Context: an optimization exercise on an open-source flow, tuned for small area and a short achievable clock period. The choices shown serve that exercise and are no tape-out recipe. In this exercise RTL edits were held to simulation tests only and were not proved equivalent to the original. Power figures rest on the tool's default switching activity, not on a simulated workload.

==> build 48: inputs <==
// OE_Sort
module OE_Sort #(
    parameter BIT_WIDTH = 8,
    parameter N = 16
    )
(
    input clk,
    input rst,
    input in_valid,
    input [BIT_WIDTH*N-1:0] list,
    output out_valid,
    output [BIT_WIDTH*N-1:0] sorted_list
    );
clock: 2.5 ns
lec_check: 0
abc_area: 1
cap_margin: 20
core_margin: 2
core_utilization: 65
cts_cluster_diameter: 80
cts_cluster_size: 30
setup_slack_margin: 0.9
slew_margin: 20
standard.sh (not shown) runs the stock make flow with config.mk's settings and CLKGATE_MAP_FILE= SYNTH_SCRIPT=/design/flow/synth_recipe.tcl, a recipe that flattens the netlist after the stock synthesis.
==> flow/flow/run.sh <==
#!/bin/bash
# The standard layout (the standard.sh, ORFS from synthesis to finish), except that
# buffer_ports gives every input and output port a sky130_fd_sc_hd__buf_1 instead of the
# delay buffer (clkdlybuf4s50_1) it picks by default. Each ORFS step keeps its own log under
# orfs/logs/; make's full output goes to standard.log here.
set -euo pipefail
export BUFFER_PORTS_ARGS="-buffer_cell sky130_fd_sc_hd__buf_1"
bash standard.sh finish > standard.log 2>&1
==> inputs of trial 16, as changes to build 48 <==
--- a/flow/config.mk
+++ b/flow/config.mk
@@ -13,3 +13,3 @@
 export CTS_CLUSTER_SIZE = 30
-export SETUP_SLACK_MARGIN = 0.9
+export SETUP_SLACK_MARGIN = 1.0
 export SLEW_MARGIN = 20
==> inputs of build 31, as changes to build 48 <==
--- a/flow/config.mk
+++ b/flow/config.mk
@@ -10,6 +10,6 @@
 export CORE_MARGIN = 2
-export CORE_UTILIZATION = 65
+export CORE_UTILIZATION = 80
 export CTS_CLUSTER_DIAMETER = 80
 export CTS_CLUSTER_SIZE = 30
-export SETUP_SLACK_MARGIN = 0.9
+export SETUP_SLACK_MARGIN = 0.8
 export SLEW_MARGIN = 20
==> comparison <==
Build 31 completed with no timing, DRC or antenna violations. Build 48 went through all stages and came out clean. Trial 16 produced a clean layout. Synthesized cell count is the same in build 31 and trial 16. In area after synthesis, trial 16 and build 48 do not differ. The highest non-clock buffer count belongs to trial 16, the lowest to build 31. Against build 31, the die area of trial 16 is higher by about 23%. Cell area, highest first: trial 16, build 48, build 31. Clock power is about the same in trial 16 and build 48.
==> figures <==
Status: trial 16 no timing/DRC/antenna violations; build 31 no timing/DRC/antenna violations; build 48 no timing/DRC/antenna violations
Number of buffers inserted during clock tree synthesis: trial 16 48; build 31 46; build 48 48
End-of-flow core utilization: trial 16 74.0%; build 31 85.2%; build 48 71.7%
Met3 demand-to-capacity share in global routing: trial 16 2.67%; build 31 5.15%; build 48 2.76%
Flip-flop and latch area: trial 16 0.0235 mm2; build 31 0.0233 mm2; build 48 0.0233 mm2
Growth of design area from synthesis to finish: trial 16 12.4%; build 31 5.74%; build 48 8.90%
Design Area, Final: trial 16 0.0519 mm2; build 31 0.0489 mm2; build 48 0.0503 mm2
Cells after DPL: trial 16 7149; build 31 6973; build 48 7149
Fmax: trial 16 0.619 GHz; build 31 0.581 GHz; build 48 0.620 GHz
CTS resizes: trial 16 252; build 31 5; build 48 180
Smallest setup slack after layout: trial 16 885 ps; build 31 777 ps; build 48 887 ps
Net switching power of the design: trial 16 30.8 mW; build 31 30.6 mW; build 48 29.5 mW
Number of tap cells inserted: trial 16 940; build 31 765; build 48 940

---

==> inputs of v23 <==
Another version of the RTL of OE_Sort (not shown whole).
==> flow/design.v (excerpt) <==
module OE_Sort #(
    parameter BIT_WIDTH = 8,
    parameter N = 16
    )
(
    input clk,
    input rst,
    input in_valid,
    input [BIT_WIDTH*N-1:0] list,
    output out_valid,
    output [BIT_WIDTH*N-1:0] sorted_list
    );
==> module Compare_and_Swap, before the edit <==
module Compare_and_Swap #(
    parameter BIT_WIDTH = 8
    )
(
    input  [BIT_WIDTH-1:0] a,
    input  [BIT_WIDTH-1:0] b,
    output a_lt_b
 );
wire [7:0] g0 = b & ~a;
wire [7:0] l0 = a & ~b;
wire [3:0] g1, l1;
wire [1:0] g2, l2;
genvar k;
generate
  for (k = 0; k < 4; k = k + 1) begin : t1
    assign g1[k] = g0[2*k+1] | (~l0[2*k+1] & g0[2*k]);
    assign l1[k] = l0[2*k+1] | (~g0[2*k+1] & l0[2*k]);
  end
  for (k = 0; k < 2; k = k + 1) begin : t2
    assign g2[k] = g1[2*k+1] | (~l1[2*k+1] & g1[2*k]);
    assign l2[k] = l1[2*k+1] | (~g1[2*k+1] & l1[2*k]);
  end
endgenerate
assign a_lt_b = g2[1] | (~l2[1] & g2[0]);
endmodule
export LEC_CHECK = 0
export ABC_AREA = 1
export CAP_MARGIN = 20
export CORE_MARGIN = 2
export CORE_UTILIZATION = 55
export SETUP_SLACK_MARGIN = 0.8
export SLEW_MARGIN = 20
create_clock -name core_clock -period 2.5 [get_ports {clk}]
run.sh (not shown) runs the stock make flow with config.mk's settings and CLKGATE_MAP_FILE= SYNTH_SCRIPT=/design/flow/synth_recipe.tcl, a recipe that flattens the netlist after the stock synthesis.
Stock flow here: none of the scripts above is used.
==> v20 (differences from v23) <==
--- a/flow/design.v
+++ b/flow/design.v
@@ -7,20 +7,16 @@
     output a_lt_b
  );
-wire [7:0] g0 = b & ~a;
-wire [7:0] l0 = a & ~b;
-wire [3:0] g1, l1;
-wire [1:0] g2, l2;
+wire [7:0] G = b & ~a;
+wire [7:0] P = b | ~a;
+wire [3:0] g2, p2;
+wire [4:0] c;
+assign c[0] = 1'b0;
 genvar k;
-generate
-  for (k = 0; k < 4; k = k + 1) begin : t1
-    assign g1[k] = g0[2*k+1] | (~l0[2*k+1] & g0[2*k]);
-    assign l1[k] = l0[2*k+1] | (~g0[2*k+1] & l0[2*k]);
-  end
-  for (k = 0; k < 2; k = k + 1) begin : t2
-    assign g2[k] = g1[2*k+1] | (~l1[2*k+1] & g1[2*k]);
-    assign l2[k] = l1[2*k+1] | (~g1[2*k+1] & l1[2*k]);
-  end
-endgenerate
-assign a_lt_b = g2[1] | (~l2[1] & g2[0]);
+generate for (k = 0; k < 4; k = k + 1) begin : t
+  assign g2[k] = G[2*k+1] | (P[2*k+1] & G[2*k]);
+  assign p2[k] = P[2*k+1] & P[2*k];
+  assign c[k+1] = g2[k] | (p2[k] & c[k]);
+end endgenerate
+assign a_lt_b = c[4];
 endmodule
 module OE_Sort #(
==> flow/flow/run.sh (new file) <==
#!/bin/bash
# The standard layout (the standard.sh, ORFS from synthesis to finish), except that
# buffer_ports gives every input and output port a sky130_fd_sc_hd__buf_1 instead of the
# delay buffer (clkdlybuf4s50_1) it picks by default. Each ORFS step keeps its own log under
# orfs/logs/; make's full output goes to standard.log here.
set -euo pipefail
export BUFFER_PORTS_ARGS="-buffer_cell sky130_fd_sc_hd__buf_1"
bash standard.sh finish > standard.log 2>&1
==> flow/standard.sh (new file) <==
#!/bin/bash
# synth_recipe.tcl (not shown) runs the flow's synth.tcl, then flattens the netlist and writes it again
# the make line also repeats each setting of config.mk as NAME=value (left out here)
make -C /OpenROAD-flow-scripts/flow DESIGN_CONFIG=/design/flow/config.mk WORK_HOME=/design/flow/orfs CLKGATE_MAP_FILE= SYNTH_SCRIPT=/design/flow/synth_recipe.tcl "${@:-finish}"
CORE_UTILIZATION = 65   (was 55)
CTS_CLUSTER_DIAMETER = 80   (was unset)
CTS_CLUSTER_SIZE = 30   (was unset)
removed: flow/run.sh
==> v14 (differences from v23) <==
SETUP_SLACK_MARGIN = unset   (was 0.8)
==> flow_summary.json <==
{
  "syn_avg_cell_area_um2": 7.31,
  "htree_levels": 4,
  "ys_seq_area_share_pct": 50.4,
  "start_util_pct": 55.7,
  "p_clk_mw": 20.3,
  "crit_end": "sorted_list[4]",
  "viasPerCell": 4.85,
  "clkbuf_count": 168,
  "slowest_stage": "dfxtp_2",
  "postCtsSetupRepairBufs": 2,
  "status": "no timing/DRC/antenna violations",
  "wl_met1_um": 51400,
  "period_minus_slack_ps": 1670,
  "grt_max_degree": 18,
  "ir_worst_vdd_mv": 0.690,
  "timing.fmax_mhz": 599,
  "clockNetworkAreaShare_pct": 7.98
}
# the run above: v23

==> flow_summary.json <==
{
  "postCtsSetupRepairBufs": 0,
  "route.met3.wl_um": 4740,
  "synth_edf_count": 0,
  "clockNetworkAreaShare_pct": 7.98,
  "viasPerCell": 4.85,
  "grt_max_degree": 18,
  "wl_met1_um": 51200,
  "htree_levels": 4,
  "ys_seq_area_share_pct": 50.4,
  "period_minus_slack_ps": 2100,
  "status": "no timing/DRC/antenna violations",
  "timing.fmax_mhz": 477,
  "syn_avg_cell_area_um2": 7.31,
  "slowest_stage": "clkdlybuf4s50_1",
  "p_clk_mw": 20.3,
  "ir_worst_vdd_mv": 0.692,
  "antenna_found_initial": 1
}
# the run above: v14

==> flow_summary.json <==
{
  "seq_share_pct": 51.0,
  "timing.fmax_mhz": 613,
  "crit_end": "sorted_list[15]",
  "syn_avg_cell_area_um2": 7.71,
  "status": "no timing/DRC/antenna violations",
  "clkbuf_count": 54,
  "wl_met1_um": 43600,
  "htree_levels": 2,
  "grt_max_degree": 31,
  "avgRoutedWirePerCell_um": 13.5,
  "ys_seq_area_share_pct": 54.3,
  "hold_viol_final": 0,
  "viasPerCell": 4.99,
  "ir_worst_vdd_mv": 0.980,
  "slowest_stage": "dfxtp_1",
  "start_util_pct": 65.5
}
# the run above: v20

==> afterwards: timing with drivers on the ports <==
In the flow no input, the clock included, has a driving cell. The finished layouts below were timed again as built, in two steps.
Step 1 (the two cells are an assumption about what drives the block):
set clk [get_ports {clk}]
set_driving_cell -lib_cell sky130_fd_sc_hd__clkbuf_16 $clk
set_driving_cell -lib_cell sky130_fd_sc_hd__buf_2 [delete_from_list [all_inputs] $clk]
Step 2 moves the port delays by t, midway between the first and last clock arrival at a register: inputs arrive t later, outputs are due t later. That takes back most of the time a late clock gives input paths.
a / b / c = ideal ports / drivers / drivers and shift; a / b = the first two.
run	t (ns)	setup WS [ns]	worst hold slack (ns)	worst slew at a driven data input, ns
build 48	0.706	0.887 / 0.818 / 0.496	0.043 / 0.008 / 0.316	0.05
trial 16	0.710	0.885 / 0.814 / 0.490	0.042 / 0.003 / 0.315	0.05
build 31	0.696	0.777 / 0.768 / 0.490	0.036 / -0.009 / 0.333	0.06
v23	0.796	0.832 / 0.759 / 0.323	0.295 / 0.243 / 0.306	0.07
v20	0.705	0.868 / 0.800 / 0.552	0.052 / 0.004 / 0.329	0.08
v14	0.798	0.404 / 0.331 / 0.324	0.293 / 0.242 / 0.306	0.07
After both steps setup and hold are still met in every run listed. For v23, which loses most, drivers alone change the setup slack by -0.073 ns; drivers and shift together by -0.509 ns.
